Context: an optimization exercise on an open-source flow, tuned for small area, a short achievable clock period and few clock cycles per item. The choices shown serve that exercise and are no tape-out recipe.
Function was checked by simulation only, so behaviour that the tests miss may differ from the original.
No activity file was given, so power comes from the tool's default toggle rates.

--- flow/config.mk ---
export PLATFORM = sky130hd
export DESIGN_NAME = err_estimat
export DESIGN_NICKNAME = err_estimat
export VERILOG_FILES = /design/flow/design.v
export SDC_FILE = /design/flow/constraint.sdc
export NUM_CORES = 4
export LEC_CHECK = 0
export CAP_MARGIN = 20
export CORE_MARGIN = 2
export CORE_UTILIZATION = 40
export PLACE_DENSITY = 0.6
export SETUP_SLACK_MARGIN = 5
export SLEW_MARGIN = 20
--- flow/constraint.sdc ---
create_clock -name core_clock -period 10.0 [get_ports {clk}]
set_input_delay 2.0000 -clock core_clock [delete_from_list [all_inputs] [get_ports {clk}]]
set_output_delay 2.0000 -clock core_clock [all_outputs]
set_load 0.01 [all_outputs]
--- flow/design.v ---
module err_estimat
(
   input wire         clk,
   input wire         rst,
   input wire         i_start,
   input wire  [20:0] i_nv,
   input wire  [24:0] i_nu,
   input wire  [20:0] i_no,
   input wire  [20:0] i_mv,
   input wire  [20:0] i_mo,
   output wire [31:0] o_s1,
   output wire [31:0] o_e1,
   output reg         o_vld,
   output wire        o_error
);
localparam [2239:0] TT_l_x6 = 2240'hfe00000000000000feffff7f00000000fe1f0080ffff0000fee03f80ff00ff00fee0c08103071f3f7ee1c78e1c78e1c78e26c9b26c9b26c9b24a5294a5294a52946318c6318c6318c6a5294a5294a5294acc6398e631cc63982a5a5495a92a5a548ff01ec33c87f00e933366cccc993332a555aa5555aa5554f0ff0000ff7f00fef000ff00ff800ffef0ff7f0f0080f0fef01f83f01f83f03e31e79c31e79c31c6526ba5d26ba5d64ae6318c6739cc639895a94a54b5ab5a54c33ce31ee11ef10ecc4c6c666666363255d5a5aaaaaa5a540780f0ff0f00f0fe7887f00ff00ff01e9999333333333366aaaa5555555555aaffff000000ffff0000ff00ffff00ff00ffff0000ffff0000ff00ff00ff00ff00;
function [34:0] l_x6;
    input [5:0] d;
    integer j;
    for (j = 0; j < 35; j = j + 1) l_x6[j] = TT_l_x6[j*64 + d];
endfunction
localparam [279:0] TT_l_no = 280'hfe3ec64a98547e8e922492b4e62a706cda6c4a18d48e922492b4e62a706cda6c5accaa;
function [34:0] l_no;
    input [2:0] d;
    integer j;
    for (j = 0; j < 35; j = j + 1) l_no[j] = TT_l_no[j*8 + d];
endfunction
localparam [2367:0] TT_l_y6 = 2368'hf0f0f8f8fcfcfefef0f0f8f8fcfc7e7ef17138381c1c8e8e3692dbc96d24b6925ab4695ab469d2b43366cc3366cc996655aa5555aa55aaaa00ffff0000ffff00ff00ff00ff00ff000000000000000000ffffff0000000000000000ffff000000ff0000ff00ff0000ffff000000ffff00ffff00ffff00ff0000ffff00ffff000000ff0000ff00ff00ff0000ffff00000000ff00ff00ff0000ffffffffffffff000000ffffffffff00ffff000000ffff0000ff0000ff00ff00000000ffff000000ff0000ff00ff0000ffff000000ffff0000ff00ffff00ff00ffff0000ffff0000ff00ff00ff00ff000000000000000000000000000000000000000000000000000000000000000000ffffffff00000000ffff0000ffff0000ff00ff00ff00ff000000000000000000;
function [36:0] l_y6;
    input [5:0] d;
    integer j;
    for (j = 0; j < 37; j = j + 1) l_y6[j] = TT_l_y6[j*64 + d];
endfunction
localparam [511:0] TT_l_nulo = 512'hfffefffefffefffefffe3ffec07ec78ec9b2529418c6694a3398aa540f0e33325554fffefffe07fef83e18c6694a3398aa540f0e3332555401fe1e1e6666aaaa;
function [31:0] l_nulo;
    input [3:0] d;
    integer j;
    for (j = 0; j < 32; j = j + 1) l_nulo[j] = TT_l_nulo[j*16 + d];
endfunction
reg         sp;                  
reg         st_mul, st_div, dfirst;
reg   [2:0] cnt;
reg   [5:0] rows;                
reg  [20:0] rnv, rnu, rno, rmv, rmo;
reg  [31:0] hx;
reg         xlz;
reg  [33:0] hy;
reg  [28:0] rr;                  
reg         wc, wq, noz;
reg         f_ylez, f_ez, f_s1z, f_s1err;
wire start = ~rst & i_start & ~sp;
wire [34:0] ox  = {{3{hx[31]}}, hx};
wire [34:0] lx1 = l_x6({rnv[2:0], rnu[2:0]});
wire [34:0] lx2 = l_no(rno[2:0]);
wire [34:0] xa  = ox ^ lx1 ^ lx2;
wire [34:0] xb  = {(ox[33:0] & lx1[33:0]) | (ox[33:0] & lx2[33:0]) | (lx1[33:0] & lx2[33:0]), 1'b0};
wire [34:0] sx;
add35 u_sx (.a(xa), .b(xb), .s(sx));
wire [36:0] ly = l_y6({rmv[2:0], rmo[2:0]});
wire [36:0] sy;
add37 u_sy (.a({{3{hy[33]}}, hy}), .b(ly), .s(sy));
wire last_mul = (cnt == 3'd6);
wire        xneg  = hx[31] ^ (hx[30] & wc);
wire        xtopz = wc ? (hx[31:30] == 2'b11) : (hx[31:30] == 2'b00);
wire        xzero = xtopz & (hx[29:0] == 30'd0) & xlz;
wire [28:0] sd    = hx[29:1];
wire        s1z   = xneg | (sd == 29'd0);
wire [52:0] yw = {hy[31:0], rmv};
wire        yneg  = hy[32] ^ wq;
wire        ylez  = yneg | (yw == 53'd0);
wire        ez    = ylez | s1z;
wire [30:0] t  = {rr, yw[52:51]};
wire [31:0] c1, c2, c3x;
sub32 u_c1 (.a({1'b0, t}), .b(~{3'b0, sd}), .s(c1));
sub32 u_c2 (.a({1'b0, t}), .b(~{2'b0, sd, 1'b0}), .s(c2));
wire [31:0] ua = ~{1'b0, t}, ub = {3'b0, sd}, uc = {2'b0, sd, 1'b0};
wire [31:0] us = ua ^ ub ^ uc;
wire [31:0] uk = {(ua[30:0] & ub[30:0]) | (ua[30:0] & uc[30:0]) | (ub[30:0] & uc[30:0]), 1'b0};
add32 u_c3 (.a(us), .b(uk), .s(c3x));
wire [31:0] c3 = ~c3x;
wire        g1 = ~c1[31], g2 = ~c2[31], g3 = ~c3[31];
wire        q1 = g2;
wire        q0 = g3 | (g1 & ~g2);
wire [28:0] rnext = g3 ? c3[28:0] : g2 ? c2[28:0] : g1 ? c1[28:0] : t[28:0];
wire [31:0] tm = yw[52:21];
wire [31:0] hm;
genvar gi;
generate for (gi = 0; gi <= 31; gi = gi + 1) begin : g_hm
    if (gi >= 28) begin : g1
        assign hm[gi] = 1'b1;
    end else begin : g0
        assign hm[gi] = ~|sd[28:gi+1];
    end
end endgenerate
wire sk = dfirst & ~|(tm & hm);
wire [5:0] rows_n = rows - (sk ? 6'd32 : 6'd2);
wire div_done = st_div & ((dfirst & ez) | (rows_n == 6'd0));
always @(posedge clk) begin
    sp <= i_start;
    if (rst) begin
        st_mul <= 1'b0;
        st_div <= 1'b0;
        o_vld  <= 1'b0;
    end else begin
        o_vld  <= div_done & ~start;
        st_mul <= start | (st_mul & ~last_mul);
        st_div <= ~start & ((st_mul & last_mul) | (st_div & ~div_done));
    end
end
always @(posedge clk) begin
    dfirst <= st_mul & last_mul;
    cnt <= st_mul ? cnt + 3'd1 : 3'd0;
    if (st_mul) begin
        rnv <= rnv >> 3;
        rnu <= rnu >> 3;
        rno <= rno >> 3;
        rmo <= rmo >> 3;
    end else begin
        rnv <= i_nv;
        rnu <= i_nu[24:4];
        rno <= i_no;
        rmo <= i_mo;
    end
    if (st_mul & (cnt == 3'd0)) begin
        wc  <= (rno > 21'd1361165);
        wq  <= (rmo > 21'd1677721);
        noz <= (rno == 21'd0);
    end
    if (dfirst) begin
        f_ylez  <= ylez;
        f_ez    <= ez;
        f_s1z   <= s1z;
        f_s1err <= xneg | (xzero & noz);
    end
    if (st_mul)
    begin
        hx  <= sx[34:3];
        xlz <= xlz & (sx[2:0] == 3'd0);
    end
    else if (~st_div)
    begin
        hx  <= l_nulo(i_nu[3:0]);
        xlz <= 1'b1;
    end
    if (st_mul) begin
        hy  <= sy[36:3];
        rmv <= {sy[2:0], rmv[20:3]};
    end else if (st_div) begin
        if (sk)
            {hy[31:0], rmv} <= {yw[20:0], 32'd0};
        else
            {hy[31:0], rmv} <= {yw[50:0], q1, q0};
    end else begin
        hy  <= 34'd0;
        rmv <= i_mv;
    end
    rows <= st_div ? rows_n : 6'd52;
    rr <= ~st_div ? 29'd0 : sk ? tm[28:0] : rnext;
end
wire [31:0] e1   = {yw[30:0], 1'b0};
wire        e1gt = (|e1[31:25]) | (e1[24] & (|e1[23:0]));
assign o_s1    = f_s1z ? 32'd0 : {3'd0, sd};
assign o_e1    = f_ez ? 32'd0 : e1;
assign o_error = f_s1err | f_ylez | (~f_ez & e1gt);
endmodule
module add35 (input wire [34:0] a, input wire [34:0] b, output wire [34:0] s);
wire [34:0] p = a ^ b;
wire [34:0] g = a & b;
wire g_0 = g[1] | (p[1] & g[0]);
wire g_1 = g[3] | (p[3] & g[2]), p_1 = p[3] & p[2];
wire g_2 = g[5] | (p[5] & g[4]), p_2 = p[5] & p[4];
wire g_3 = g[7] | (p[7] & g[6]), p_3 = p[7] & p[6];
wire g_4 = g[9] | (p[9] & g[8]), p_4 = p[9] & p[8];
wire g_5 = g[11] | (p[11] & g[10]), p_5 = p[11] & p[10];
wire g_6 = g[13] | (p[13] & g[12]), p_6 = p[13] & p[12];
wire g_7 = g[15] | (p[15] & g[14]), p_7 = p[15] & p[14];
wire g_8 = g[17] | (p[17] & g[16]), p_8 = p[17] & p[16];
wire g_9 = g[19] | (p[19] & g[18]), p_9 = p[19] & p[18];
wire g_10 = g[21] | (p[21] & g[20]), p_10 = p[21] & p[20];
wire g_11 = g[23] | (p[23] & g[22]), p_11 = p[23] & p[22];
wire g_12 = g[25] | (p[25] & g[24]), p_12 = p[25] & p[24];
wire g_13 = g[27] | (p[27] & g[26]), p_13 = p[27] & p[26];
wire g_14 = g[29] | (p[29] & g[28]), p_14 = p[29] & p[28];
wire g_15 = g[31] | (p[31] & g[30]), p_15 = p[31] & p[30];
wire g_16 = g[33] | (p[33] & g[32]), p_16 = p[33] & p[32];
wire g_17 = g[2] | (p[2] & g_0);
wire g_18 = g_1 | (p_1 & g_0);
wire g_19 = g[6] | (p[6] & g_2), p_19 = p[6] & p_2;
wire g_20 = g_3 | (p_3 & g_2), p_20 = p_3 & p_2;
wire g_21 = g[10] | (p[10] & g_4), p_21 = p[10] & p_4;
wire g_22 = g_5 | (p_5 & g_4), p_22 = p_5 & p_4;
wire g_23 = g[14] | (p[14] & g_6), p_23 = p[14] & p_6;
wire g_24 = g_7 | (p_7 & g_6), p_24 = p_7 & p_6;
wire g_25 = g[18] | (p[18] & g_8), p_25 = p[18] & p_8;
wire g_26 = g_9 | (p_9 & g_8), p_26 = p_9 & p_8;
wire g_27 = g[22] | (p[22] & g_10), p_27 = p[22] & p_10;
wire g_28 = g_11 | (p_11 & g_10), p_28 = p_11 & p_10;
wire g_29 = g[26] | (p[26] & g_12), p_29 = p[26] & p_12;
wire g_30 = g_13 | (p_13 & g_12), p_30 = p_13 & p_12;
wire g_31 = g[30] | (p[30] & g_14), p_31 = p[30] & p_14;
wire g_32 = g_15 | (p_15 & g_14), p_32 = p_15 & p_14;
wire g_33 = g[34] | (p[34] & g_16), p_33 = p[34] & p_16;
wire g_34 = g[4] | (p[4] & g_18);
wire g_35 = g_2 | (p_2 & g_18);
wire g_36 = g_19 | (p_19 & g_18);
wire g_37 = g_20 | (p_20 & g_18);
wire g_38 = g[12] | (p[12] & g_22), p_38 = p[12] & p_22;
wire g_39 = g_6 | (p_6 & g_22), p_39 = p_6 & p_22;
wire g_40 = g_23 | (p_23 & g_22), p_40 = p_23 & p_22;
wire g_41 = g_24 | (p_24 & g_22), p_41 = p_24 & p_22;
wire g_42 = g[20] | (p[20] & g_26), p_42 = p[20] & p_26;
wire g_43 = g_10 | (p_10 & g_26), p_43 = p_10 & p_26;
wire g_44 = g_27 | (p_27 & g_26), p_44 = p_27 & p_26;
wire g_45 = g_28 | (p_28 & g_26), p_45 = p_28 & p_26;
wire g_46 = g[28] | (p[28] & g_30), p_46 = p[28] & p_30;
wire g_47 = g_14 | (p_14 & g_30), p_47 = p_14 & p_30;
wire g_48 = g_31 | (p_31 & g_30), p_48 = p_31 & p_30;
wire g_49 = g_32 | (p_32 & g_30), p_49 = p_32 & p_30;
wire g_50 = g[8] | (p[8] & g_37);
wire g_51 = g_4 | (p_4 & g_37);
wire g_52 = g_21 | (p_21 & g_37);
wire g_53 = g_22 | (p_22 & g_37);
wire g_54 = g_38 | (p_38 & g_37);
wire g_55 = g_39 | (p_39 & g_37);
wire g_56 = g_40 | (p_40 & g_37);
wire g_57 = g_41 | (p_41 & g_37);
wire g_58 = g[24] | (p[24] & g_45), p_58 = p[24] & p_45;
wire g_59 = g_12 | (p_12 & g_45), p_59 = p_12 & p_45;
wire g_60 = g_29 | (p_29 & g_45), p_60 = p_29 & p_45;
wire g_61 = g_30 | (p_30 & g_45), p_61 = p_30 & p_45;
wire g_62 = g_46 | (p_46 & g_45), p_62 = p_46 & p_45;
wire g_63 = g_47 | (p_47 & g_45), p_63 = p_47 & p_45;
wire g_64 = g_48 | (p_48 & g_45), p_64 = p_48 & p_45;
wire g_65 = g_49 | (p_49 & g_45), p_65 = p_49 & p_45;
wire g_66 = g[16] | (p[16] & g_57);
wire g_67 = g_8 | (p_8 & g_57);
wire g_68 = g_25 | (p_25 & g_57);
wire g_69 = g_26 | (p_26 & g_57);
wire g_70 = g_42 | (p_42 & g_57);
wire g_71 = g_43 | (p_43 & g_57);
wire g_72 = g_44 | (p_44 & g_57);
wire g_73 = g_45 | (p_45 & g_57);
wire g_74 = g_58 | (p_58 & g_57);
wire g_75 = g_59 | (p_59 & g_57);
wire g_76 = g_60 | (p_60 & g_57);
wire g_77 = g_61 | (p_61 & g_57);
wire g_78 = g_62 | (p_62 & g_57);
wire g_79 = g_63 | (p_63 & g_57);
wire g_80 = g_64 | (p_64 & g_57);
wire g_81 = g_65 | (p_65 & g_57);
wire g_82 = g[32] | (p[32] & g_81);
wire g_83 = g_16 | (p_16 & g_81);
wire g_84 = g_33 | (p_33 & g_81);
wire [34:0] c = {g_83, g_82, g_81, g_80, g_79, g_78, g_77, g_76, g_75, g_74, g_73, g_72, g_71, g_70, g_69, g_68, g_67, g_66, g_57, g_56, g_55, g_54, g_53, g_52, g_51, g_50, g_37, g_36, g_35, g_34, g_18, g_17, g_0, g[0], 1'b0};
assign s = p ^ c;
endmodule
module add37 (input wire [36:0] a, input wire [36:0] b, output wire [36:0] s);
wire [36:0] p = a ^ b;
wire [36:0] g = a & b;
wire g_0 = g[1] | (p[1] & g[0]);
wire g_1 = g[3] | (p[3] & g[2]), p_1 = p[3] & p[2];
wire g_2 = g[5] | (p[5] & g[4]), p_2 = p[5] & p[4];
wire g_3 = g[7] | (p[7] & g[6]), p_3 = p[7] & p[6];
wire g_4 = g[9] | (p[9] & g[8]), p_4 = p[9] & p[8];
wire g_5 = g[11] | (p[11] & g[10]), p_5 = p[11] & p[10];
wire g_6 = g[13] | (p[13] & g[12]), p_6 = p[13] & p[12];
wire g_7 = g[15] | (p[15] & g[14]), p_7 = p[15] & p[14];
wire g_8 = g[17] | (p[17] & g[16]), p_8 = p[17] & p[16];
wire g_9 = g[19] | (p[19] & g[18]), p_9 = p[19] & p[18];
wire g_10 = g[21] | (p[21] & g[20]), p_10 = p[21] & p[20];
wire g_11 = g[23] | (p[23] & g[22]), p_11 = p[23] & p[22];
wire g_12 = g[25] | (p[25] & g[24]), p_12 = p[25] & p[24];
wire g_13 = g[27] | (p[27] & g[26]), p_13 = p[27] & p[26];
wire g_14 = g[29] | (p[29] & g[28]), p_14 = p[29] & p[28];
wire g_15 = g[31] | (p[31] & g[30]), p_15 = p[31] & p[30];
wire g_16 = g[33] | (p[33] & g[32]), p_16 = p[33] & p[32];
wire g_17 = g[35] | (p[35] & g[34]), p_17 = p[35] & p[34];
wire g_18 = g[2] | (p[2] & g_0);
wire g_19 = g_1 | (p_1 & g_0);
wire g_20 = g[6] | (p[6] & g_2), p_20 = p[6] & p_2;
wire g_21 = g_3 | (p_3 & g_2), p_21 = p_3 & p_2;
wire g_22 = g[10] | (p[10] & g_4), p_22 = p[10] & p_4;
wire g_23 = g_5 | (p_5 & g_4), p_23 = p_5 & p_4;
wire g_24 = g[14] | (p[14] & g_6), p_24 = p[14] & p_6;
wire g_25 = g_7 | (p_7 & g_6), p_25 = p_7 & p_6;
wire g_26 = g[18] | (p[18] & g_8), p_26 = p[18] & p_8;
wire g_27 = g_9 | (p_9 & g_8), p_27 = p_9 & p_8;
wire g_28 = g[22] | (p[22] & g_10), p_28 = p[22] & p_10;
wire g_29 = g_11 | (p_11 & g_10), p_29 = p_11 & p_10;
wire g_30 = g[26] | (p[26] & g_12), p_30 = p[26] & p_12;
wire g_31 = g_13 | (p_13 & g_12), p_31 = p_13 & p_12;
wire g_32 = g[30] | (p[30] & g_14), p_32 = p[30] & p_14;
wire g_33 = g_15 | (p_15 & g_14), p_33 = p_15 & p_14;
wire g_34 = g[34] | (p[34] & g_16), p_34 = p[34] & p_16;
wire g_35 = g_17 | (p_17 & g_16), p_35 = p_17 & p_16;
wire g_36 = g[4] | (p[4] & g_19);
wire g_37 = g_2 | (p_2 & g_19);
wire g_38 = g_20 | (p_20 & g_19);
wire g_39 = g_21 | (p_21 & g_19);
wire g_40 = g[12] | (p[12] & g_23), p_40 = p[12] & p_23;
wire g_41 = g_6 | (p_6 & g_23), p_41 = p_6 & p_23;
wire g_42 = g_24 | (p_24 & g_23), p_42 = p_24 & p_23;
wire g_43 = g_25 | (p_25 & g_23), p_43 = p_25 & p_23;
wire g_44 = g[20] | (p[20] & g_27), p_44 = p[20] & p_27;
wire g_45 = g_10 | (p_10 & g_27), p_45 = p_10 & p_27;
wire g_46 = g_28 | (p_28 & g_27), p_46 = p_28 & p_27;
wire g_47 = g_29 | (p_29 & g_27), p_47 = p_29 & p_27;
wire g_48 = g[28] | (p[28] & g_31), p_48 = p[28] & p_31;
wire g_49 = g_14 | (p_14 & g_31), p_49 = p_14 & p_31;
wire g_50 = g_32 | (p_32 & g_31), p_50 = p_32 & p_31;
wire g_51 = g_33 | (p_33 & g_31), p_51 = p_33 & p_31;
wire g_52 = g[36] | (p[36] & g_35), p_52 = p[36] & p_35;
wire g_53 = g[8] | (p[8] & g_39);
wire g_54 = g_4 | (p_4 & g_39);
wire g_55 = g_22 | (p_22 & g_39);
wire g_56 = g_23 | (p_23 & g_39);
wire g_57 = g_40 | (p_40 & g_39);
wire g_58 = g_41 | (p_41 & g_39);
wire g_59 = g_42 | (p_42 & g_39);
wire g_60 = g_43 | (p_43 & g_39);
wire g_61 = g[24] | (p[24] & g_47), p_61 = p[24] & p_47;
wire g_62 = g_12 | (p_12 & g_47), p_62 = p_12 & p_47;
wire g_63 = g_30 | (p_30 & g_47), p_63 = p_30 & p_47;
wire g_64 = g_31 | (p_31 & g_47), p_64 = p_31 & p_47;
wire g_65 = g_48 | (p_48 & g_47), p_65 = p_48 & p_47;
wire g_66 = g_49 | (p_49 & g_47), p_66 = p_49 & p_47;
wire g_67 = g_50 | (p_50 & g_47), p_67 = p_50 & p_47;
wire g_68 = g_51 | (p_51 & g_47), p_68 = p_51 & p_47;
wire g_69 = g[16] | (p[16] & g_60);
wire g_70 = g_8 | (p_8 & g_60);
wire g_71 = g_26 | (p_26 & g_60);
wire g_72 = g_27 | (p_27 & g_60);
wire g_73 = g_44 | (p_44 & g_60);
wire g_74 = g_45 | (p_45 & g_60);
wire g_75 = g_46 | (p_46 & g_60);
wire g_76 = g_47 | (p_47 & g_60);
wire g_77 = g_61 | (p_61 & g_60);
wire g_78 = g_62 | (p_62 & g_60);
wire g_79 = g_63 | (p_63 & g_60);
wire g_80 = g_64 | (p_64 & g_60);
wire g_81 = g_65 | (p_65 & g_60);
wire g_82 = g_66 | (p_66 & g_60);
wire g_83 = g_67 | (p_67 & g_60);
wire g_84 = g_68 | (p_68 & g_60);
wire g_85 = g[32] | (p[32] & g_84);
wire g_86 = g_16 | (p_16 & g_84);
wire g_87 = g_34 | (p_34 & g_84);
wire g_88 = g_35 | (p_35 & g_84);
wire g_89 = g_52 | (p_52 & g_84);
wire [36:0] c = {g_88, g_87, g_86, g_85, g_84, g_83, g_82, g_81, g_80, g_79, g_78, g_77, g_76, g_75, g_74, g_73, g_72, g_71, g_70, g_69, g_60, g_59, g_58, g_57, g_56, g_55, g_54, g_53, g_39, g_38, g_37, g_36, g_19, g_18, g_0, g[0], 1'b0};
assign s = p ^ c;
endmodule
module add32 (input wire [31:0] a, input wire [31:0] b, output wire [31:0] s);
wire [31:0] p = a ^ b;
wire [31:0] g = a & b;
wire g_0 = g[1] | (p[1] & g[0]);
wire g_1 = g[3] | (p[3] & g[2]), p_1 = p[3] & p[2];
wire g_2 = g[5] | (p[5] & g[4]), p_2 = p[5] & p[4];
wire g_3 = g[7] | (p[7] & g[6]), p_3 = p[7] & p[6];
wire g_4 = g[9] | (p[9] & g[8]), p_4 = p[9] & p[8];
wire g_5 = g[11] | (p[11] & g[10]), p_5 = p[11] & p[10];
wire g_6 = g[13] | (p[13] & g[12]), p_6 = p[13] & p[12];
wire g_7 = g[15] | (p[15] & g[14]), p_7 = p[15] & p[14];
wire g_8 = g[17] | (p[17] & g[16]), p_8 = p[17] & p[16];
wire g_9 = g[19] | (p[19] & g[18]), p_9 = p[19] & p[18];
wire g_10 = g[21] | (p[21] & g[20]), p_10 = p[21] & p[20];
wire g_11 = g[23] | (p[23] & g[22]), p_11 = p[23] & p[22];
wire g_12 = g[25] | (p[25] & g[24]), p_12 = p[25] & p[24];
wire g_13 = g[27] | (p[27] & g[26]), p_13 = p[27] & p[26];
wire g_14 = g[29] | (p[29] & g[28]), p_14 = p[29] & p[28];
wire g_15 = g[31] | (p[31] & g[30]), p_15 = p[31] & p[30];
wire g_16 = g[2] | (p[2] & g_0);
wire g_17 = g_1 | (p_1 & g_0);
wire g_18 = g[6] | (p[6] & g_2), p_18 = p[6] & p_2;
wire g_19 = g_3 | (p_3 & g_2), p_19 = p_3 & p_2;
wire g_20 = g[10] | (p[10] & g_4), p_20 = p[10] & p_4;
wire g_21 = g_5 | (p_5 & g_4), p_21 = p_5 & p_4;
wire g_22 = g[14] | (p[14] & g_6), p_22 = p[14] & p_6;
wire g_23 = g_7 | (p_7 & g_6), p_23 = p_7 & p_6;
wire g_24 = g[18] | (p[18] & g_8), p_24 = p[18] & p_8;
wire g_25 = g_9 | (p_9 & g_8), p_25 = p_9 & p_8;
wire g_26 = g[22] | (p[22] & g_10), p_26 = p[22] & p_10;
wire g_27 = g_11 | (p_11 & g_10), p_27 = p_11 & p_10;
wire g_28 = g[26] | (p[26] & g_12), p_28 = p[26] & p_12;
wire g_29 = g_13 | (p_13 & g_12), p_29 = p_13 & p_12;
wire g_30 = g[30] | (p[30] & g_14), p_30 = p[30] & p_14;
wire g_31 = g_15 | (p_15 & g_14), p_31 = p_15 & p_14;
wire g_32 = g[4] | (p[4] & g_17);
wire g_33 = g_2 | (p_2 & g_17);
wire g_34 = g_18 | (p_18 & g_17);
wire g_35 = g_19 | (p_19 & g_17);
wire g_36 = g[12] | (p[12] & g_21), p_36 = p[12] & p_21;
wire g_37 = g_6 | (p_6 & g_21), p_37 = p_6 & p_21;
wire g_38 = g_22 | (p_22 & g_21), p_38 = p_22 & p_21;
wire g_39 = g_23 | (p_23 & g_21), p_39 = p_23 & p_21;
wire g_40 = g[20] | (p[20] & g_25), p_40 = p[20] & p_25;
wire g_41 = g_10 | (p_10 & g_25), p_41 = p_10 & p_25;
wire g_42 = g_26 | (p_26 & g_25), p_42 = p_26 & p_25;
wire g_43 = g_27 | (p_27 & g_25), p_43 = p_27 & p_25;
wire g_44 = g[28] | (p[28] & g_29), p_44 = p[28] & p_29;
wire g_45 = g_14 | (p_14 & g_29), p_45 = p_14 & p_29;
wire g_46 = g_30 | (p_30 & g_29), p_46 = p_30 & p_29;
wire g_47 = g_31 | (p_31 & g_29), p_47 = p_31 & p_29;
wire g_48 = g[8] | (p[8] & g_35);
wire g_49 = g_4 | (p_4 & g_35);
wire g_50 = g_20 | (p_20 & g_35);
wire g_51 = g_21 | (p_21 & g_35);
wire g_52 = g_36 | (p_36 & g_35);
wire g_53 = g_37 | (p_37 & g_35);
wire g_54 = g_38 | (p_38 & g_35);
wire g_55 = g_39 | (p_39 & g_35);
wire g_56 = g[24] | (p[24] & g_43), p_56 = p[24] & p_43;
wire g_57 = g_12 | (p_12 & g_43), p_57 = p_12 & p_43;
wire g_58 = g_28 | (p_28 & g_43), p_58 = p_28 & p_43;
wire g_59 = g_29 | (p_29 & g_43), p_59 = p_29 & p_43;
wire g_60 = g_44 | (p_44 & g_43), p_60 = p_44 & p_43;
wire g_61 = g_45 | (p_45 & g_43), p_61 = p_45 & p_43;
wire g_62 = g_46 | (p_46 & g_43), p_62 = p_46 & p_43;
wire g_63 = g_47 | (p_47 & g_43), p_63 = p_47 & p_43;
wire g_64 = g[16] | (p[16] & g_55);
wire g_65 = g_8 | (p_8 & g_55);
wire g_66 = g_24 | (p_24 & g_55);
wire g_67 = g_25 | (p_25 & g_55);
wire g_68 = g_40 | (p_40 & g_55);
wire g_69 = g_41 | (p_41 & g_55);
wire g_70 = g_42 | (p_42 & g_55);
wire g_71 = g_43 | (p_43 & g_55);
wire g_72 = g_56 | (p_56 & g_55);
wire g_73 = g_57 | (p_57 & g_55);
wire g_74 = g_58 | (p_58 & g_55);
wire g_75 = g_59 | (p_59 & g_55);
wire g_76 = g_60 | (p_60 & g_55);
wire g_77 = g_61 | (p_61 & g_55);
wire g_78 = g_62 | (p_62 & g_55);
wire g_79 = g_63 | (p_63 & g_55);
wire [31:0] c = {g_78, g_77, g_76, g_75, g_74, g_73, g_72, g_71, g_70, g_69, g_68, g_67, g_66, g_65, g_64, g_55, g_54, g_53, g_52, g_51, g_50, g_49, g_48, g_35, g_34, g_33, g_32, g_17, g_16, g_0, g[0], 1'b0};
assign s = p ^ c;
endmodule
module sub32 (input wire [31:0] a, input wire [31:0] b, output wire [31:0] s);
wire [31:0] p = a ^ b;
wire [31:0] g = {a[31:1] & b[31:1], a[0] | b[0]};
wire g_0 = g[1] | (p[1] & g[0]);
wire g_1 = g[3] | (p[3] & g[2]), p_1 = p[3] & p[2];
wire g_2 = g[5] | (p[5] & g[4]), p_2 = p[5] & p[4];
wire g_3 = g[7] | (p[7] & g[6]), p_3 = p[7] & p[6];
wire g_4 = g[9] | (p[9] & g[8]), p_4 = p[9] & p[8];
wire g_5 = g[11] | (p[11] & g[10]), p_5 = p[11] & p[10];
wire g_6 = g[13] | (p[13] & g[12]), p_6 = p[13] & p[12];
wire g_7 = g[15] | (p[15] & g[14]), p_7 = p[15] & p[14];
wire g_8 = g[17] | (p[17] & g[16]), p_8 = p[17] & p[16];
wire g_9 = g[19] | (p[19] & g[18]), p_9 = p[19] & p[18];
wire g_10 = g[21] | (p[21] & g[20]), p_10 = p[21] & p[20];
wire g_11 = g[23] | (p[23] & g[22]), p_11 = p[23] & p[22];
wire g_12 = g[25] | (p[25] & g[24]), p_12 = p[25] & p[24];
wire g_13 = g[27] | (p[27] & g[26]), p_13 = p[27] & p[26];
wire g_14 = g[29] | (p[29] & g[28]), p_14 = p[29] & p[28];
wire g_15 = g[31] | (p[31] & g[30]), p_15 = p[31] & p[30];
wire g_16 = g[2] | (p[2] & g_0);
wire g_17 = g_1 | (p_1 & g_0);
wire g_18 = g[6] | (p[6] & g_2), p_18 = p[6] & p_2;
wire g_19 = g_3 | (p_3 & g_2), p_19 = p_3 & p_2;
wire g_20 = g[10] | (p[10] & g_4), p_20 = p[10] & p_4;
wire g_21 = g_5 | (p_5 & g_4), p_21 = p_5 & p_4;
wire g_22 = g[14] | (p[14] & g_6), p_22 = p[14] & p_6;
wire g_23 = g_7 | (p_7 & g_6), p_23 = p_7 & p_6;
wire g_24 = g[18] | (p[18] & g_8), p_24 = p[18] & p_8;
wire g_25 = g_9 | (p_9 & g_8), p_25 = p_9 & p_8;
wire g_26 = g[22] | (p[22] & g_10), p_26 = p[22] & p_10;
wire g_27 = g_11 | (p_11 & g_10), p_27 = p_11 & p_10;
wire g_28 = g[26] | (p[26] & g_12), p_28 = p[26] & p_12;
wire g_29 = g_13 | (p_13 & g_12), p_29 = p_13 & p_12;
wire g_30 = g[30] | (p[30] & g_14), p_30 = p[30] & p_14;
wire g_31 = g_15 | (p_15 & g_14), p_31 = p_15 & p_14;
wire g_32 = g[4] | (p[4] & g_17);
wire g_33 = g_2 | (p_2 & g_17);
wire g_34 = g_18 | (p_18 & g_17);
wire g_35 = g_19 | (p_19 & g_17);
wire g_36 = g[12] | (p[12] & g_21), p_36 = p[12] & p_21;
wire g_37 = g_6 | (p_6 & g_21), p_37 = p_6 & p_21;
wire g_38 = g_22 | (p_22 & g_21), p_38 = p_22 & p_21;
wire g_39 = g_23 | (p_23 & g_21), p_39 = p_23 & p_21;
wire g_40 = g[20] | (p[20] & g_25), p_40 = p[20] & p_25;
wire g_41 = g_10 | (p_10 & g_25), p_41 = p_10 & p_25;
wire g_42 = g_26 | (p_26 & g_25), p_42 = p_26 & p_25;
wire g_43 = g_27 | (p_27 & g_25), p_43 = p_27 & p_25;
wire g_44 = g[28] | (p[28] & g_29), p_44 = p[28] & p_29;
wire g_45 = g_14 | (p_14 & g_29), p_45 = p_14 & p_29;
wire g_46 = g_30 | (p_30 & g_29), p_46 = p_30 & p_29;
wire g_47 = g_31 | (p_31 & g_29), p_47 = p_31 & p_29;
wire g_48 = g[8] | (p[8] & g_35);
wire g_49 = g_4 | (p_4 & g_35);
wire g_50 = g_20 | (p_20 & g_35);
wire g_51 = g_21 | (p_21 & g_35);
wire g_52 = g_36 | (p_36 & g_35);
wire g_53 = g_37 | (p_37 & g_35);
wire g_54 = g_38 | (p_38 & g_35);
wire g_55 = g_39 | (p_39 & g_35);
wire g_56 = g[24] | (p[24] & g_43), p_56 = p[24] & p_43;
wire g_57 = g_12 | (p_12 & g_43), p_57 = p_12 & p_43;
wire g_58 = g_28 | (p_28 & g_43), p_58 = p_28 & p_43;
wire g_59 = g_29 | (p_29 & g_43), p_59 = p_29 & p_43;
wire g_60 = g_44 | (p_44 & g_43), p_60 = p_44 & p_43;
wire g_61 = g_45 | (p_45 & g_43), p_61 = p_45 & p_43;
wire g_62 = g_46 | (p_46 & g_43), p_62 = p_46 & p_43;
wire g_63 = g_47 | (p_47 & g_43), p_63 = p_47 & p_43;
wire g_64 = g[16] | (p[16] & g_55);
wire g_65 = g_8 | (p_8 & g_55);
wire g_66 = g_24 | (p_24 & g_55);
wire g_67 = g_25 | (p_25 & g_55);
wire g_68 = g_40 | (p_40 & g_55);
wire g_69 = g_41 | (p_41 & g_55);
wire g_70 = g_42 | (p_42 & g_55);
wire g_71 = g_43 | (p_43 & g_55);
wire g_72 = g_56 | (p_56 & g_55);
wire g_73 = g_57 | (p_57 & g_55);
wire g_74 = g_58 | (p_58 & g_55);
wire g_75 = g_59 | (p_59 & g_55);
wire g_76 = g_60 | (p_60 & g_55);
wire g_77 = g_61 | (p_61 & g_55);
wire g_78 = g_62 | (p_62 & g_55);
wire g_79 = g_63 | (p_63 & g_55);
wire [31:0] c = {g_78, g_77, g_76, g_75, g_74, g_73, g_72, g_71, g_70, g_69, g_68, g_67, g_66, g_65, g_64, g_55, g_54, g_53, g_52, g_51, g_50, g_49, g_48, g_35, g_34, g_33, g_32, g_17, g_16, g_0, g[0], 1'b1};
assign s = {p[31:1] ^ c[31:1], ~p[0]};
endmodule
--- flow/run.sh ---
#!/bin/bash
# synth_recipe.tcl (not shown) runs the flow's synth.tcl, then flattens the netlist and writes it again
# the make line also repeats each setting of config.mk as NAME=value (left out here)
make -C /OpenROAD-flow-scripts/flow DESIGN_CONFIG=/design/flow/config.mk WORK_HOME=/design/flow/orfs CLKGATE_MAP_FILE= SYNTH_SCRIPT=/design/flow/synth_recipe.tcl finish
==> metrics.md, run 1 <==
| Metric | Value |
|---|---|
| ANT cells | `0` |
| Drt total wl | `67,100 um` |
| Non-Filler Instances | `3,248` |
| Post-Syn Area per Cell | `8.30 um2` |
| Critical R2R Launch | `rnv[2]$_DFF_P_` |
| Ports | `178` |
| Largest net degree at the start of global routing | `94` |
| Capture point of the worst reg-to-reg path | `hx[30]$_DFFE_PP_` |
| R2r worst-path depth | `19` |
| Distinct cell type count after synthesis | `78` |
| PwrDens | `229 nW/um2` |
| Clock slew at reported path FFs | `0.07 ns` |
| Starting Density | `0.404` |
| Input/output buffers | `173` |
| Htree depth | `1` |
| Most frequent cells in the layout | `a21oi_1 (215), nand2_1 (210), o21ai_0 (188)` |
| Cts bufs inserted | `26` |
| Worst hold start | `cnt[0]$_SDFF_PN0_` |
| DRT antenna net count | `0` |
| Max FO, Critical Path | `52` |
| Mapped Area | `20,200 um2` |
| Worst vdd ir | `0.156 mV` |
| 1st-pass router iterations | `6` |
| DRC errors left | `0` |
| Placed cell count | `3,168` |
| Setup-failing EPs final | `0` |
| Fin. max-slew vios | `0` |
| Design Area, Final | `23,800 um2` |
| Setup TNS | `0 ns` |
| First-pass GRT wire length | `~100,000 um` |
| Fmax | `205 MHz` |
| Post-route clock period utilization | `0.488` |
| Syn. warnings | `1` |
| Placed instance area | `22,400 um2` |
| Ys async rst share | `0` |
| Clk Latency, worst-skew pair | `0.56 ns` |
| Hold depth | `1` |
| Vias in the first global route | `17.9k` |
| Worst hold margin | `0.438 ns` |
| Post-synthesis register bit count | `221` |
| Hold EP | `cnt[0]$_SDFF_PN0_` |
| Number of max-cap violations | `0` |
| CTS tree | `done` |
| Die area | `52,300 um2` |
| Post-synth EDFFs | `42` |
| Worst Path Required | `10.32 ns` |
| Cells after Synth | `2,431` |
| Nets | `2,940` |
| Crit path capture type | `register` |
| Post-Route Skew | `about 0.0096 ns` |
| Total track usage | `0.246` |
| Final core utilization | `0.476` |
| GP Congestion | `0.976` |
| # clock sinks | `between 200 and 250` |
| Iter 0 DRT Violations | `1,816` |
| Status | `complete, no violations` |
| Dominant synthesized flop cell | `dfxtp_1` |
| HP Class | `reg -> reg` |
| Drt via density | `5.82` |
| Grt ovf | `0` |
| DIE HEIGHT | `229 um` |
| Area Growth Syn to Fin | `18.0%` |
| RSZ-0062 raised after global routing | `yes` |
| Slew HR | `0.197` |
| Root Buffer | `clkbuf_16` |
| Core ar. | `50,000 um2` |
| Fraction of layout cells with a size suffix above 1 | `0.0974` |
| DP Wirelength | `49,900 um` |
| R2R Setup Slk | `5.12 ns` |
| Commonest non-fill, non-tap cell in the layout | `a21oi_1` |
| Die W | `229 um` |
| Antenna violations before repair | `0` |
| Register area share after synthesis | `0.240` |
| Row cnt | `82` |
| Post-layout minimum cycle time | `roughly 4.9 ns` |
| DR vias | `approximately 19k` |
| Crit path DAT | `approximately 5.2 ns` |
| Nature of the critical path startpoint | `register` |
| Fillers | `about 4.8k` |
| Lkg Pwr | `9.90 nW` |
| Tightest Pin Transition | `1.20 ns` |
| CTS max path bufs | `3` |
| Setup CP Type | `reg -> reg` |
| Final Hold Fails | `0` |
| Drt wl/cell | `20.7 um` |
[state kept, by name, indices dropped and copies added (netlist names), 3 cells and up]
name and count:
rmo 21, hx 32, rmv 21, rnv 21, rows 5, rno 21, hy 34, rr 29
cnt 3, rnu 21
[critical path: stages, from the launching register on]
cell and delay (ns):
dfxtp_1 0.32, buf_6 0.35, clkinvlp_4 0.29, buf_4 0.20, nor2_1 0.16, nor3_1 0.07
a21oi_1 0.25, fa_1 0.48, ha_1 0.36, a21oi_1 0.16, nand2_1 0.08, o211ai_1 0.37
o21ai_4 0.14, a22oi_2 0.27, o21ai_2 0.14, a31oi_4 0.19, o21bai_1 0.10, fa_1 0.37
xor2_1 0.15, a21o_1 0.17
[where the power goes]
group          switching, mW  total, mW  internal, mW
sequential             0.181       1.21          1.03
clock                  0.409       1.03         0.617
combinational           1.85       3.22          1.37
total                   2.44       5.45          3.01
[cell usage after synthesis (all sizes together), types with 49 or more instances]
master	n	share of area
ha	188	0.12
xnor2	78	0.034
a21oi	220	0.055
fa	84	0.083
o21ai	203	0.050
nor2	176	0.033
clkbuf	89	0.017
xor2	53	0.023
nor2b	53	0.016
nand2	213	0.040
mux2	77	0.043
a21o	49	0.018
dfxtp	179	0.18
o211ai	51	0.019
inv	167	0.031
[metal layers]
metal | global-route usage | vias to the layer above | routed length (um)
met1 | 0.333 | 9080 | 29300
met4 | 0.0837 | 0 | 2400
met5 | 0 | - | 0
met2 | 0.406 | 753 | 31100
met3 | 0.0297 | 141 | 4230
li1 | - | 8927 | -
[worst max path at each step]
stage / start / endpoint / slack, ns / cells after the start
after CTS: rnv[2]$_DFF_P_ / hx[30]$_DFFE_PP_ / 4.93 / 18
after global routing: rnu[0]$_DFF_P_ / hx[30]$_DFFE_PP_ / 4.86 / 21
after detailed placement: rnu[1]$_DFF_P_ / hx[30]$_DFFE_PP_ / 3.58 / 22
final: rnv[2]$_DFF_P_ / hx[30]$_DFFE_PP_ / 5.12 / 19
after floorplan: rnu[1]$_DFF_P_ / hx[30]$_DFFE_PP_ / 5.05 / 21
after global placement: rnu[1]$_DFF_P_ / hx[30]$_DFFE_PP_ / 3.67 / 22
[timing repair]
action / CTS / global route
buffers inserted: 19 / 8
hold buffers: 0 / 0
pin swaps: 2 / 5
gates cloned: 2 / 2
setup endpoints to repair: 49 / 33
gates resized for setup: 40 / 26
[cell type report]
type,instances,area [um2],share of cell area
clock buffers,35,766,0.0322
well taps,672,841,0.0353
multi-input cells,1912,14300,0.601
inverters,171,671,0.0282
repair inverters,2,12.5,0.000526
clock inverters,13,168,0.00704
flip-flops and latches,221,4860,0.204
repair buffers,222,2190,0.0919
[logic make-up after synthesis]
| family | after synthesis | synth area share |
|---|---|---|
| AOI/OAI and AO/OA | 734 | 0.226 |
| and+or+nand+nor | 661 | 0.155 |
| other | 1 | 0.000186 |
| muxes | 110 | 0.0631 |
| xor gates and xnor gates | 131 | 0.0569 |
| DFF | 221 | 0.240 |
| buffers and inverters | 301 | 0.0589 |
| adders and majority gates | 272 | 0.200 |
[per-stage QoR]
stage	setup WS (ns)	power (mW)
6_report	5.12	5.45
4_1_cts	4.93	5.37
5_1_grt	4.86	5.87
3_5_place_dp	3.58	4.28
2_1_floorplan	5.05	3.43
3_3_place_gp	3.67	4.22
Testbench counts, summed over its fixed seeds: cycles 22,800, items 1,200.
==> inputs of run 2 (changes only) <==
--- a/flow/design.v
+++ b/flow/design.v
@@ -40,11 +40,12 @@
 reg         sp;                  
 reg         st_mul, st_div, dfirst;
 reg   [2:0] cnt;
-reg   [5:0] rows;                
+reg   [4:0] steps;               
+reg         pha;
 reg  [20:0] rnv, rnu, rno, rmv, rmo;
 reg  [31:0] hx;
 reg         xlz;
-reg  [33:0] hy;
+reg   [4:0] hy;
 reg  [28:0] rr;                  
 reg         wc, wq, noz;
 reg         f_ylez, f_ez, f_s1z, f_s1err;
@@ -58,18 +59,19 @@
 add35 u_sx (.a(xa), .b(xb), .s(sx));
 wire [36:0] ly = l_y6({rmv[2:0], rmo[2:0]});
 wire [36:0] sy;
-add37 u_sy (.a({{3{hy[33]}}, hy}), .b(ly), .s(sy));
+add37 u_sy (.a({{3{hy[4]}}, hy, rr}), .b(ly), .s(sy));
 wire last_mul = (cnt == 3'd6);
 wire        xneg  = hx[31] ^ (hx[30] & wc);
 wire        xtopz = wc ? (hx[31:30] == 2'b11) : (hx[31:30] == 2'b00);
 wire        xzero = xtopz & (hx[29:0] == 30'd0) & xlz;
 wire [28:0] sd    = hx[29:1];
 wire        s1z   = xneg | (sd == 29'd0);
-wire [52:0] yw = {hy[31:0], rmv};
-wire        yneg  = hy[32] ^ wq;
+wire [52:0] yw = {hy[2:0], rr, rmv};
+wire        yneg  = hy[3] ^ wq;
 wire        ylez  = yneg | (yw == 53'd0);
 wire        ez    = ylez | s1z;
-wire [30:0] t  = {rr, yw[52:51]};
+wire [31:0] qa = {rnv, rnu[20:10]};
+wire [30:0] t  = {rr, pha ? qa[31:30] : rmv[20:19]};
 wire [31:0] c1, c2, c3x;
 sub32 u_c1 (.a({1'b0, t}), .b(~{3'b0, sd}), .s(c1));
 sub32 u_c2 (.a({1'b0, t}), .b(~{2'b0, sd, 1'b0}), .s(c2));
@@ -82,7 +84,6 @@
 wire        q1 = g2;
 wire        q0 = g3 | (g1 & ~g2);
 wire [28:0] rnext = g3 ? c3[28:0] : g2 ? c2[28:0] : g1 ? c1[28:0] : t[28:0];
-wire [31:0] tm = yw[52:21];
 wire [31:0] hm;
 genvar gi;
 generate for (gi = 0; gi <= 31; gi = gi + 1) begin : g_hm
@@ -92,9 +93,10 @@
         assign hm[gi] = ~|sd[28:gi+1];
     end
 end endgenerate
-wire sk = dfirst & ~|(tm & hm);
-wire [5:0] rows_n = rows - (sk ? 6'd32 : 6'd2);
-wire div_done = st_div & ((dfirst & ez) | (rows_n == 6'd0));
+wire yhsmall = ~|(yw[52:21] & hm);
+wire bstep    = st_div & ~pha & (~dfirst | yhsmall);    
+wire to_pha   = dfirst & ~ez & ~yhsmall;
+wire div_done = st_div & ((dfirst & ez) | (bstep & (steps == 5'd1)));
 always @(posedge clk) begin
     sp <= i_start;
     if (rst) begin
@@ -106,6 +108,7 @@
         st_mul <= start | (st_mul & ~last_mul);
         st_div <= ~start & ((st_mul & last_mul) | (st_div & ~div_done));
     end
+    pha <= st_div & ~start & (to_pha | (pha & (steps != 5'd1)));
 end
 always @(posedge clk) begin
     dfirst <= st_mul & last_mul;
@@ -115,6 +118,11 @@
         rnu <= rnu >> 3;
         rno <= rno >> 3;
         rmo <= rmo >> 3;
+    end else if (st_div) begin
+        if (to_pha)
+            {rnv, rnu[20:10]} <= yw[52:21];
+        else if (pha)
+            {rnv, rnu[20:10]} <= {qa[29:0], q1, q0};
     end else begin
         rnv <= i_nv;
         rnu <= i_nu[24:4];
@@ -143,21 +151,22 @@
         xlz <= 1'b1;
     end
     if (st_mul) begin
-        hy  <= sy[36:3];
+        {hy, rr} <= sy[36:3];
         rmv <= {sy[2:0], rmv[20:3]};
     end else if (st_div) begin
-        if (sk)
-            {hy[31:0], rmv} <= {yw[20:0], 32'd0};
-        else
-            {hy[31:0], rmv} <= {yw[50:0], q1, q0};
+        if (to_pha)
+            rr <= 29'd0;
+        else if (pha | bstep)
+            rr <= rnext;
+        if (bstep)
+            rmv <= {rmv[18:0], q1, q0};
     end else begin
-        hy  <= 34'd0;
+        {hy, rr} <= 34'd0;
         rmv <= i_mv;
     end
-    rows <= st_div ? rows_n : 6'd52;
-    rr <= ~st_div ? 29'd0 : sk ? tm[28:0] : rnext;
+    steps <= ~st_div ? 5'd10 : to_pha ? 5'd16 : (pha & (steps == 5'd1)) ? 5'd10 : (pha | bstep) ? steps - 5'd1 : steps;
 end
-wire [31:0] e1   = {yw[30:0], 1'b0};
+wire [31:0] e1   = {rnu[20:10], rmv[19:0], 1'b0};
 wire        e1gt = (|e1[31:25]) | (e1[24] & (|e1[23:0]));
 assign o_s1    = f_s1z ? 32'd0 : {3'd0, sd};
 assign o_e1    = f_ez ? 32'd0 : e1;
--- a/flow/config.mk
+++ b/flow/config.mk
@@ -7,7 +7,7 @@
 export LEC_CHECK = 0
 export CAP_MARGIN = 20
 export CORE_MARGIN = 2
-export CORE_UTILIZATION = 40
-export PLACE_DENSITY = 0.6
+export CORE_UTILIZATION = 65
+export PLACE_DENSITY = 0.75
 export SETUP_SLACK_MARGIN = 5
 export SLEW_MARGIN = 20
==> metrics.md, run 2 <==
| Metric | Value |
|---|---|
| Post-Route M1 WL | `28,200 um` |
| WL met3 | `between 9000 and 10,000 um` |
| Switching Fraction | `0.497` |
| Drt total wl | `74,600 um` |
| Slowest cell on crit path | `edfxtp_1` |
| Most frequent cells in the layout | `nor2_1 (220), a21oi_1 (186), ha_1 (185)` |
| Register area share after synthesis | `0.257` |
| Cts bufs inserted | `17` |
| Mux cell area share after synthesis | `0.0698` |
| Non-Filler Instances | `approximately 3.1k` |
| Fraction of layout cells with a size suffix above 1 | `0.109` |
| R2R Setup Slk | `slightly below 5 ns` |
| Drt wl/cell | `between 20 and 25 um` |
| Largest family of logic cells by synthesized area | `compound AO/OA/AOI/OAI gates` |
| Ports | `178` |
| Post-synth EDFFs | `~170` |
| Max FO, Critical Path | `6` |
| Area leader, netlist | `edfxtp_1` |
| CTS max path bufs | `2` |
| Cell repeated most along the worst path | `a21o_1` |
| Largest register FFs | `32` |
| PwrDens | `241 nW/um2` |
| Setup CP Type | `reg -> reg` |
| Final Hold Fails | `0` |
| Int Power | `between 3 and 4 mW` |
| Dominant synthesized flop cell | `edfxtp_1` |
| Core ar. | `around 33,000 um2` |
| Root Buffer | `clkbuf_16` |
| Setup-failing EPs final | `0` |
| Vias in the first global route | `19.7k` |
| Worst vdd ir | `0.199 mV` |
| Top Layer Used | `met5` |
| Antenna violations before repair | `1` |
| Tightest Pin Transition | `1.16 ns` |
| Fin. max-slew vios | `0` |
| Placed cell count | `2,980` |
| Drt via density | `about 6.9` |
| Clock slew at reported path FFs | `about 0.09 ns` |
| Synth top area cells | `edfxtp_1 (23%), ha_1 (11%), fa_1 (7.8%), a21oi_1 (4.5%), o21ai_0 (4.1%)` |
| Largest net degree at the start of global routing | `113` |
| Logic pwr share | `0.674` |
| HP Class | `reg -> reg` |
| Area Growth Syn to Fin | `17.3%` |
| R2r worst-path depth | `20` |
| Regs by FF count | `hx (32), rr (29)` |
| Biggest register | `hx` |
| Top cell type's share of synthesized area | `0.233` |
| Syn. warnings | `1` |
| Synth Area in Simple Gates | `0.147` |
| Status | `complete, no violations` |
| Flop pwr share | `0.197` |
| DRC errors left | `0` |
| Post-Route Skew | `~0.015 ns` |
| Die W | `about 190 um` |
| Critical R2R Launch | `rnu[0]$_DFFE_PP_` |
| CP bufs+invs | `4` |
| Crit path to | `hx[30]$_DFFE_PP_` |
| Total track usage | `0.424` |
| Fmax | `193 MHz` |
| CTS tree | `done` |
| Iter 0 DRT Violations | `2,720` |
| 1st-pass router iterations | `8` |
| Crit path DAT | `5.39 ns` |
| Commonest non-fill, non-tap cell in the layout | `nor2_1` |
| Post-synthesis register bit count | `193` |
| Row cnt | `66` |
| CP startpoint | `rnu[0]$_DFFE_PP_` |
| Htree depth | `4` |
| CP Depth | `20` |
| Post-route clock period utilization | `0.517` |
| CP max stage delay | `roughly 0.5 ns` |
| Starting Density | `0.661` |
| Number of max-cap violations | `0` |
| Lkg Pwr | `10.8 nW` |
| GP Congestion | `0.997` |
| Post-Syn Area per Cell | `8.73 um2` |
| Post-synthesis compound-gate area fraction | `0.229` |
| Final core utilization | `0.775` |
| Mapped Area | `21,600 um2` |
| WL met2 | `32,000 um` |
| Input/output buffers | `173` |
| Critical-path cell list | `inv_4 -> ha_4 -> or2_4 -> buf_4 -> buf_4 -> o21ai_0 -> mux4_2 -> mux2i_2 -> fa_1 -> ha_1 -> inv_1 -> o21bai_1 -> a21o_1 -> a21o_1 -> a21o_1 -> a22o_1 -> or3_4 -> fa_2 -> xor2_2 -> a21o_1` |
| Crit path capture type | `register` |
| DRT antenna net count | `0` |
| DP Wirelength | `52,500 um` |
| Distinct cell type count after synthesis | `just over 90` |
| DIE HEIGHT | `roughly 190 um` |
| Hold depth | `1` |
| Clk Latency, worst-skew pair | `0.46 ns` |
| Ys async rst share | `0` |
| Post-layout minimum cycle time | `5.17 ns` |
| RSZ-0062 raised after global routing | `yes` |
| Delay-heaviest family, CP | `adder cells` |
| Cells after Synth | `2,470` |
| Setup TNS | `0 ns` |
| Capture point of the worst reg-to-reg path | `hx[30]$_DFFE_PP_` |
| Top cells by count, synth | `nor2_1 (231), a21oi_1 (194), ha_1 (193)` |
| Worst Path Required | `10.22 ns` |
| Die area | `34,600 um2` |
| Sw Pwr | `between 3 and 4 mW` |
| Nature of the critical path startpoint | `register` |
| Synth Area in Adders | `0.190` |
| # clock sinks | `193` |
| Nets | `just over 3k` |
| Grt ovf | `0` |
| First-pass GRT wire length | `approximately 110,000 um` |
| ANT cells | `0` |
| Slew HR | `0.226` |
| DR vias | `21.2k` |
| Clock power frac | `0.129` |
| Most frequent cell after synthesis | `nor2_1` |
| Xor-xnor portion of the synthesized cell area | `0.0475` |
## run 2: cell types whose count changed after synthesis, sizes merged, moves of 20 or more
cell,before,now
nand2,213,181
xnor2,78,57
dfxtp,179,26
a211oi,25,69
o211ai,51,23
edfxtp,42,167
mux2,77,57
nor2,176,232
mux2i,27,75
a21o,49,87
a21oi,220,194
## run 2: logic make-up after synthesis
family / count (synthesis)
buffers and inverters: 317
muxes: 137
xor gates and xnor gates: 117
DFF: 193
AOI/OAI and AO/OA: 757
adders and majority gates: 277
and+or+nand+nor: 671
other: 1
## run 2: power groups by stage
stage / Combinational, mW / Sequential [mW] / Clock [mW]
after global routing: 4.47 / 1.20 / 0.810
after floorplan: 2.78 / 1.11 / 0
after CTS: 3.85 / 1.19 / 0.780
after global placement: 3.60 / 1.21 / 0
final: 4.10 / 1.20 / 0.785
after detailed placement: 3.73 / 1.21 / 0
## run 2: routing by layer
layer / vias up / track usage
li1: 9349 / -
met4: 2 / 0.211
met2: 1610 / 0.640
met5: - / 0
met1: 9908 / 0.559
met3: 372 / 0.119
## run 2: timing repair
item	CTS	global route
pin swaps	12	23
setup buffers	31	42
setup endpoints to repair	40	61
hold buffers	0	0
cloned	6	2
gates resized for setup	46	56
## run 2: worst min path at each step
stage	slack, ns	startpoint	to
floorplan	0.42	cnt[0]$_SDFF_PN0_	cnt[0]$_SDFF_PN0_
global placement	0.43	cnt[0]$_SDFF_PN0_	cnt[0]$_SDFF_PN0_
detailed placement	0.45	cnt[0]$_SDFF_PN0_	cnt[0]$_SDFF_PN0_
CTS	0.47	cnt[0]$_SDFF_PN0_	cnt[0]$_SDFF_PN0_
global route	0.53	cnt[0]$_SDFF_PN0_	cnt[0]$_SDFF_PN0_
finish	0.47	cnt[0]$_SDFF_PN0_	cnt[0]$_SDFF_PN0_
## run 2: worst reg2reg max path: stages, from the launching register on
cell and delay (ns):
edfxtp_1 0.50, inv_4 0.19, ha_4 0.21, or2_4 0.16, buf_4 0.11, buf_4 0.11
o21ai_0 0.10, mux4_2 0.49, mux2i_2 0.25, fa_1 0.47, ha_1 0.38, inv_1 0.08
o21bai_1 0.07, a21o_1 0.19, a21o_1 0.19, a21o_1 0.19, a22o_1 0.20, or3_4 0.34
fa_2 0.38, xor2_2 0.15, a21o_1 0.18
## run 2: layout make-up
type	count	area [um2]
Clock buffer	17	425
Clock inverter	15	246
Fill cell	2272	7340
Inverter	188	741
Multi-Input combinational cell	1963	15100
Sequential cell	193	5540
Tap cell	442	553
Timing Repair Buffer	273	2670
Timing Repair inverter	3	22.5
## run 2: per-stage QoR
| stage | instance area (um2) | power, mW | hold slack, ns | setup slack (ns) |
|---|---|---|---|---|
| after floorplan | 21700 | 3.90 | 0.417 | 5.00 |
| after global placement | 23500 | 4.81 | 0.430 | 4.04 |
| after detailed placement | 23500 | 4.94 | 0.449 | 3.91 |
| after CTS | 24700 | 5.82 | 0.469 | 4.88 |
| after global routing | 25300 | 6.48 | 0.525 | 4.59 |
| final | 25300 | 6.09 | 0.467 | 4.83 |
Testbench counts of run 2, summed over its fixed seeds: cycles 21,600, items 1,200.
==> inputs of run 3 (changes only) <==
--- a/flow/config.mk
+++ b/flow/config.mk
@@ -7,7 +7,7 @@
 export LEC_CHECK = 0
 export CAP_MARGIN = 20
 export CORE_MARGIN = 2
-export CORE_UTILIZATION = 65
-export PLACE_DENSITY = 0.75
+export CORE_UTILIZATION = 40
+export PLACE_DENSITY = 0.6
 export SETUP_SLACK_MARGIN = 5
 export SLEW_MARGIN = 20
==> metrics.md, run 3 <==
| Metric | Value |
|---|---|
| Regs by FF count | `hx (32), rr (29)` |
| DIE HEIGHT | `236 um` |
| CTS tree | `done` |
| Post-synth EDFFs | `167` |
| Mapped Area | `21,600 um2` |
| Most frequent cells in the layout | `nor2_1 (219), ha_1 (185), a21oi_1 (184)` |
| WL met3 | `6490 um` |
| Synth top area cells | `edfxtp_1 (23%), ha_1 (11%), fa_1 (7.8%), a21oi_1 (4.5%), o21ai_0 (4.1%)` |
| Delay-heaviest family, CP | `adder cells` |
| Register area share after synthesis | `0.257` |
| Max FO, Critical Path | `5` |
| Clock slew at reported path FFs | `0.08 ns` |
| DRT antenna net count | `0` |
| Final Hold Fails | `0` |
| Top Layer Used | `met4` |
| CTS max path bufs | `2` |
| Cells after Synth | `2,470` |
| Slew HR | `0.218` |
| Non-Filler Instances | `3,351` |
| Distinct cell type count after synthesis | `92` |
| Root Buffer | `clkbuf_16` |
| Fraction of layout cells with a size suffix above 1 | `0.109` |
| Setup TNS | `0 ns` |
| Placed cell count | `3,237` |
| Ports | `roughly 180` |
| Lkg Pwr | `10.8 nW` |
| Worst vdd ir | `roughly 0.16 mV` |
| Post-Syn Area per Cell | `8.73 um2` |
| Nets | `3,030` |
| CP bufs+invs | `3` |
| Antenna violations before repair | `1` |
| Fin. max-slew vios | `0` |
| DP Wirelength | `57,800 um` |
| GP Congestion | `0.927` |
| Post-Route Skew | `0.0120 ns` |
| Post-layout minimum cycle time | `about 5.1 ns` |
| Die W | `236 um` |
| Number of max-cap violations | `0` |
| Biggest register | `hx` |
| Top cell type's share of synthesized area | `0.233` |
| Vias in the first global route | `19.2k` |
| First-pass GRT wire length | `roughly 120,000 um` |
| Input/output buffers | `173` |
| Setup-failing EPs final | `0` |
| Die area | `55,800 um2` |
| Total track usage | `0.272` |
| Cts bufs inserted | `17` |
| Most frequent cell after synthesis | `nor2_1` |
| Worst Path Required | `10.23 ns` |
| Starting Density | `0.403` |
| Drt via density | `6.05` |
| # clock sinks | `193` |
| Syn. warnings | `1` |
| RSZ-0062 raised after global routing | `yes` |
| Grt ovf | `0` |
| Setup CP Type | `reg -> reg` |
| Drt total wl | `77,700 um` |
| Top cells by count, synth | `nor2_1 (231), a21oi_1 (194), ha_1 (193)` |
| PwrDens | `approximately 230 nW/um2` |
| Largest register FFs | `32` |
| Post-route clock period utilization | `0.511` |
| Ys async rst share | `0` |
| Post-synthesis register bit count | `193` |
| Drt wl/cell | `around 23 um` |
| DR vias | `20.3k` |
| Htree depth | `4` |
| Clk Latency, worst-skew pair | `roughly 0.47 ns` |
| Area leader, netlist | `edfxtp_1` |
| Post-Route M1 WL | `between 30,000 and 40,000 um` |
| Crit path capture type | `register` |
| Critical-path cell list | `buf_12 -> ha_4 -> buf_4 -> buf_4 -> nor2_4 -> nor2_1 -> a211oi_1 -> o21ai_0 -> nand3_1 -> nand2_1 -> fa_1 -> ha_1 -> and3_1 -> a221oi_1 -> o21ai_1 -> a21o_1 -> nand3_1 -> a21oi_2 -> or3_4 -> fa_2 -> xor2_1 -> a21o_1` |
| HP Class | `reg -> reg` |
| Iter 0 DRT Violations | `2,148` |
| 1st-pass router iterations | `6` |
| Crit path DAT | `5.33 ns` |
| Area Growth Syn to Fin | `18.3%` |
| WL met2 | `33,900 um` |
| Fmax | `196 MHz` |
| DRC errors left | `0` |
| Commonest non-fill, non-tap cell in the layout | `nor2_1` |
| Row cnt | `85` |
| Dominant synthesized flop cell | `edfxtp_1` |
| Tightest Pin Transition | `1.17 ns` |
| Core ar. | `around 53,000 um2` |
| Largest net degree at the start of global routing | `103` |
| CP max stage delay | `0.48 ns` |
| Nature of the critical path startpoint | `register` |
| Slowest cell on crit path | `fa_1` |
| Status | `complete, no violations` |
-- run 3: worst paths after layout --
| check | startpoint | endpoint | slack (ns) | cells past startpoint |
|---|---|---|---|---|
| setup reg to reg | rnu[1]$_DFFE_PP_ | hx[30]$_DFFE_PP_ | 4.89 | 22 |
| hold reg to reg | cnt[0]$_SDFF_PN0_ | cnt[0]$_SDFF_PN0_ | 0.48 | 1 |
| hold / removal | cnt[0]$_SDFF_PN0_ | cnt[0]$_SDFF_PN0_ | 0.48 | 1 |
| setup / recovery | rnu[1]$_DFFE_PP_ | hx[30]$_DFFE_PP_ | 4.89 | 22 |
-- run 3: stage by stage --
stage | power [mW] | hold slack [ns] | area (um2) | util | setup slack (ns)
finish | 5.97 | 0.480 | 25500 | 0.477 | 4.89
global route | 6.41 | 0.496 | 25500 | 0.477 | 4.73
CTS | 5.83 | 0.474 | 25200 | 0.470 | 4.91
detailed placement | 4.99 | 0.464 | 23900 | 0.446 | 3.90
global placement | 4.93 | 0.429 | 23900 | 0.446 | 3.92
floorplan | 3.90 | 0.417 | 21700 | - | 5.00
-- run 3: cell families (layout without fill, tap and decap cells) --
family / count (synthesis) / in the layout / share of synthesized area
AOI/OAI and AO/OA: 757 / 757 / 0.229
xor gates and xnor gates: 117 / 117 / 0.0475
adders and majority gates: 277 / 277 / 0.190
buffers and inverters: 317 / 498 / 0.0597
DFF: 193 / 193 / 0.257
muxes: 137 / 137 / 0.0698
other: 1 / 5 / 0.000174
and+or+nand+nor: 671 / 671 / 0.147
-- run 3: repair_timing --
| action | 4_1_cts | 5_1_grt |
|---|---|---|
| hold buffers | 0 | 0 |
| hold endpoints to repair | 0 | 0 |
| endpoints found under the setup margin | 45 | 23 |
| buffers inserted | 41 | 34 |
| gates cloned | 5 | 1 |
| pin swaps | 18 | 20 |
| gates resized for setup | 79 | 19 |
-- run 3: metal layers --
layer / GRT usage / vias up
met5: 0 / -
met4: 0.0919 / 0
met3: 0.0516 / 135
met2: 0.416 / 913
met1: 0.385 / 9858
li1: - / 9353
-- run 3: layout make-up --
class                   count  area, um2
diodes                      1       2.50
fillers                  5111      28000
flip-flops and latches    193       5540
repair buffers            276       2690
clock inverters            13        135
clock buffers              19        433
well taps                 696        871
repair inverters            2       18.8
multi-input cells        1963      15100
inverters                 188        753
-- run 3: power breakdown --
group	switching [mW]	internal [mW]	leakage (nW)
sequential	0.213	1.01	2.03
combinational	2.36	1.68	8.45
clock	0.367	0.334	0.281
total	2.94	3.02	10.8

re-timing with driven ports:
The flow's constraints put no driver on any port. The routed layouts listed below were extracted and timed again, unchanged, in two steps. Step 1: set_driving_cell puts a clkbuf_16 on clk and a buf_2 on each other input, an assumption about the parent block. Step 2, shift: input delay + t, output delay - t, t = (earliest + latest rising clock arrival at the registers) / 2. This alone moves slack from input paths to output paths. Three values: ideal, step 1, step 2; two values: the first two.
run	shift t [ns]	setup WS [ns]	worst hold slack (ns)	worst setup path at the end	latest minus earliest clock arrival (ns)
run 1	0.613	5.123 / 5.123 / 5.123	0.438 / 0.438 / 0.438	register to register	0.013 / 0.013
run 2	0.506	4.827 / 4.827 / 4.827	0.467 / 0.467 / 0.467	register to register	0.015 / 0.015
run 3	0.520	4.892 / 4.892 / 4.892	0.480 / 0.480 / 0.480	register to register	0.012 / 0.012
After both steps every run listed still meets setup and hold.
